What follows belongs to an exercise in optimizing a design on an open flow for small area and a short achievable clock period; a production flow would make more cautious choices.
Where RTL was checked, it was by simulation tests only, not by an equivalence proof against the original.

== run 1 ==
Design fp32_adder_tree_8_inputs, start of the top module:
module fp32_adder_tree_8_inputs (
    input wire clk,
    input wire rst_n,
    input wire [127:0] dvr_fp32addtree8to1_s0,
    input wire [127:0] dvr_fp32addtree8to1_s1,
    input wire [2:0] cru_fp32addtree8to1,
    output wire [127:0] dr_fp32addtree8to1_d
);
==> flow/config.mk <==
export PLATFORM = sky130hd
export DESIGN_NAME = fp32_adder_tree_8_inputs
export DESIGN_NICKNAME = fp32_adder_tree_8_inputs
export VERILOG_FILES = /design/flow/design.v
export SDC_FILE = /design/flow/constraint.sdc
export NUM_CORES = 8
export LEC_CHECK = 0
export ABC_AREA = 1
export CAP_MARGIN = 20
export CORE_MARGIN = 2
export CORE_UTILIZATION = 40
export SLEW_MARGIN = 20
==> flow/constraint.sdc <==
create_clock -name core_clock -period 64.0 [get_ports {clk}]
set_input_delay 12.8000 -clock core_clock [delete_from_list [all_inputs] [get_ports {clk}]]
set_output_delay 12.8000 -clock core_clock [all_outputs]
set_load 0.01 [all_outputs]
standard.sh (not shown) runs the stock make flow with config.mk's settings and CLKGATE_MAP_FILE= SYNTH_SCRIPT=/design/flow/synth_recipe.tcl, a recipe that flattens the netlist after the stock synthesis.
==> flow/flow/run.sh <==
#!/bin/bash
# Layout flow: ORFS, with two changes to its synthesis script and a setup
# margin for timing repair.
#  - synthesis: Yosys's generic synth step runs without its quick ABC pass, so
#    the full adders written in the RTL reach extract_fa as written (no
#    inverters around them); the final ABC mapping uses flow/abc.script.
#  - layout: standard steps; repair_timing aims at SETUP_SLACK_MARGIN; the
#    port buffers are the platform's smallest buffer.
# Each tool's output goes to ORFS's own logs (orfs/logs/...); make's output to flow.log.
set -euo pipefail
HERE=$(pwd)
FL=$HERE/flow
source $FL/params.sh
sed -e 's#^source \$::env(SCRIPTS_DIR)/synth_preamble.tcl#&\nset abc_args [lreplace $abc_args 1 1 '"$FL"'/abc.script]#' \
    -e 's#synth -top \$::env(DESIGN_NAME) -run fine: {\*}\$synth_full_args#& -noabc#' \
    $FLOW_HOME/scripts/synth.tcl > $HERE/my_synth.tcl
grep -q -- '-noabc' $HERE/my_synth.tcl
grep -q 'abc.script\]' $HERE/my_synth.tcl
sed -e "s#source \$::env(SCRIPTS_DIR)/synth.tcl#source $HERE/my_synth.tcl#" synth_recipe.tcl > my_synth_recipe.tcl
grep -q my_synth.tcl my_synth_recipe.tcl
sed -e "s#SYNTH_SCRIPT=[^ ]*#SYNTH_SCRIPT=$HERE/my_synth_recipe.tcl#" standard.sh > my_standard.sh
grep -q my_synth_recipe.tcl my_standard.sh
export SETUP_SLACK_MARGIN=$MARGIN
# every port still gets a buffer, the smallest one
export BUFFER_PORTS_ARGS="${PORTBUF:--buffer_cell sky130_fd_sc_hd__buf_1}"
bash my_standard.sh finish > flow.log 2>&1
==> flow/flow/abc.script <==
strash
dch
map -B 0.9
mfs
strash
dch
map -B 0.9
topo
stime -c
buffer -c
upsize -c
dnsize -c
==> flow/flow/params.sh <==
MARGIN=0

Run 1 never completed, since it errored out during synthesis (1_2_yosys).
Edits applied to the flow inputs when going from run 1 to run 2:
==> flow/flow/params.sh <==
MARGIN=39

==> comparison <==
Run 2 never completed, since it errored out during synthesis (1_2_yosys).
No run of this note included a check of the RTL's function; only the layout flow was run.

Setup of try-quartz:
Another version of the RTL of fp32_adder_tree_8_inputs (not shown whole).
Size: roughly 5200 cells after synthesis.
Design fp32_adder_tree_8_inputs, start of the top module:
module fp32_adder_tree_8_inputs (
    input wire clk,
    input wire rst_n,
    input wire [127:0] dvr_fp32addtree8to1_s0,
    input wire [127:0] dvr_fp32addtree8to1_s1,
    input wire [2:0] cru_fp32addtree8to1,
    output wire [127:0] dr_fp32addtree8to1_d
);
export LEC_CHECK = 0
export ABC_AREA = 1
export CAP_MARGIN = 20
export CORE_MARGIN = 2
export CORE_UTILIZATION = 40
export SLEW_MARGIN = 20
create_clock -name core_clock -period 64.0 [get_ports {clk}]
==> flow/flow/abc.script <==
strash
dch
map -B 0.9 -a
topo
mfs
strash
&get -n
&dch
&nf -p
&put
topo
mfs
strash
dch
map -B 0.9
topo
stime -c
==> flow/flow/params.sh <==
MARGIN=42

Scripts as last shown in full above: flow/flow/run.sh
Inputs modified between try-quartz and try-harbor:
==> flow/flow/abc.script <==
strash
dch
map -B 0.9
topo
mfs
strash
dch
map -B 0.9
topo
mfs
strash
dch
map -B 0.9
topo
stime -c
==> flow/flow/params.sh <==
MARGIN=43

Notes after the runs:
The final layout from try-harbor, which completed every stage, passed the timing, DRC and antenna checks at the end of the flow.
In terms of total of fill cells in the finished design, try-quartz and try-harbor differ only marginally.
Between try-quartz and try-harbor, the clock network contribution to total cell area does not differ in any meaningful way.
Lower time the worst path needs with I/O delays and setup among try-quartz and try-harbor: try-harbor
For try-sierra, these inputs were changed with respect to try-harbor:
==> flow/flow/abc.script <==
strash
dch
map -B 0.9 -a
topo
mfs
strash
dch
map -B 0.9 -D 12000
topo
mfs
strash
dch
map -B 0.9 -D 12000
topo
stime -c
==> flow/flow/params.sh <==
MARGIN=42

Notes after the runs:
Looking at critical path startpoint, the dvr_fp32addtree8to1_s1[106] result is from try-harbor; the dvr_fp32addtree8to1_s1[90] one comes from try-sierra.
try-sierra against try-harbor: post-layout instance area +about 2.7%; via count -about 8%.
On clock network area share, try-sierra and try-harbor are neck and neck.
--- input diff try-sierra..try-umber ---
==> flow/flow/abc.script <==
strash
&get -n
&dch
&nf -p
&put
topo
mfs
strash
dch
map -B 0.9
topo
mfs
strash
dch
map -B 0.9
topo
stime -c
==> flow/flow/params.sh <==
MARGIN=42.5

Findings:
try-umber gives more first-pass GRT wire length than try-sierra did. Sequential share of cell area is lower on try-sierra. Per the comparison of try-umber with try-sierra, post-synthesis instance area went up, slew at the pin closest to its max-slew limit went down, footprint of the multi-input gates now smaller.

## afterwards: timing with drivers on the ports
In the flow no input, the clock included, has a driving cell. The finished layouts below were timed again as built, in two steps. Step 1: set_driving_cell puts a clkbuf_16 on clk and a buf_2 on each other input, an assumption about the parent block. Step 2 moves the port delays by t, midway between the first and last clock arrival at a register: inputs arrive t later, outputs are due t later. That takes back most of the time a late clock gives input paths. a / b / c = ideal ports / drivers / drivers and shift; a / b = the first two.
| run | shift t [ns] | setup WS [ns] | worst setup path at the end | worst data-port slew with drivers (ns) | pins driven straight from the clock port |
|---|---|---|---|---|---|
| try-quartz | 0.418 | 42.492 / 42.517 / 42.099 | input to register | 0.10 | 1 |
| try-harbor | 0.429 | 43.121 / 43.143 / 42.714 | input to register | 0.19 | 1 |
| try-sierra | 0.430 | 41.989 / 42.017 / 41.587 | input to register | 0.06 | 1 |
| try-umber | 0.395 | 42.949 / 42.970 / 42.575 | input to register | 0.11 | 1 |
After both steps setup and hold are still met in every run listed. The setup slack of try-harbor, which loses most, moves by +0.022 ns with the drivers and by -0.407 ns with both steps.
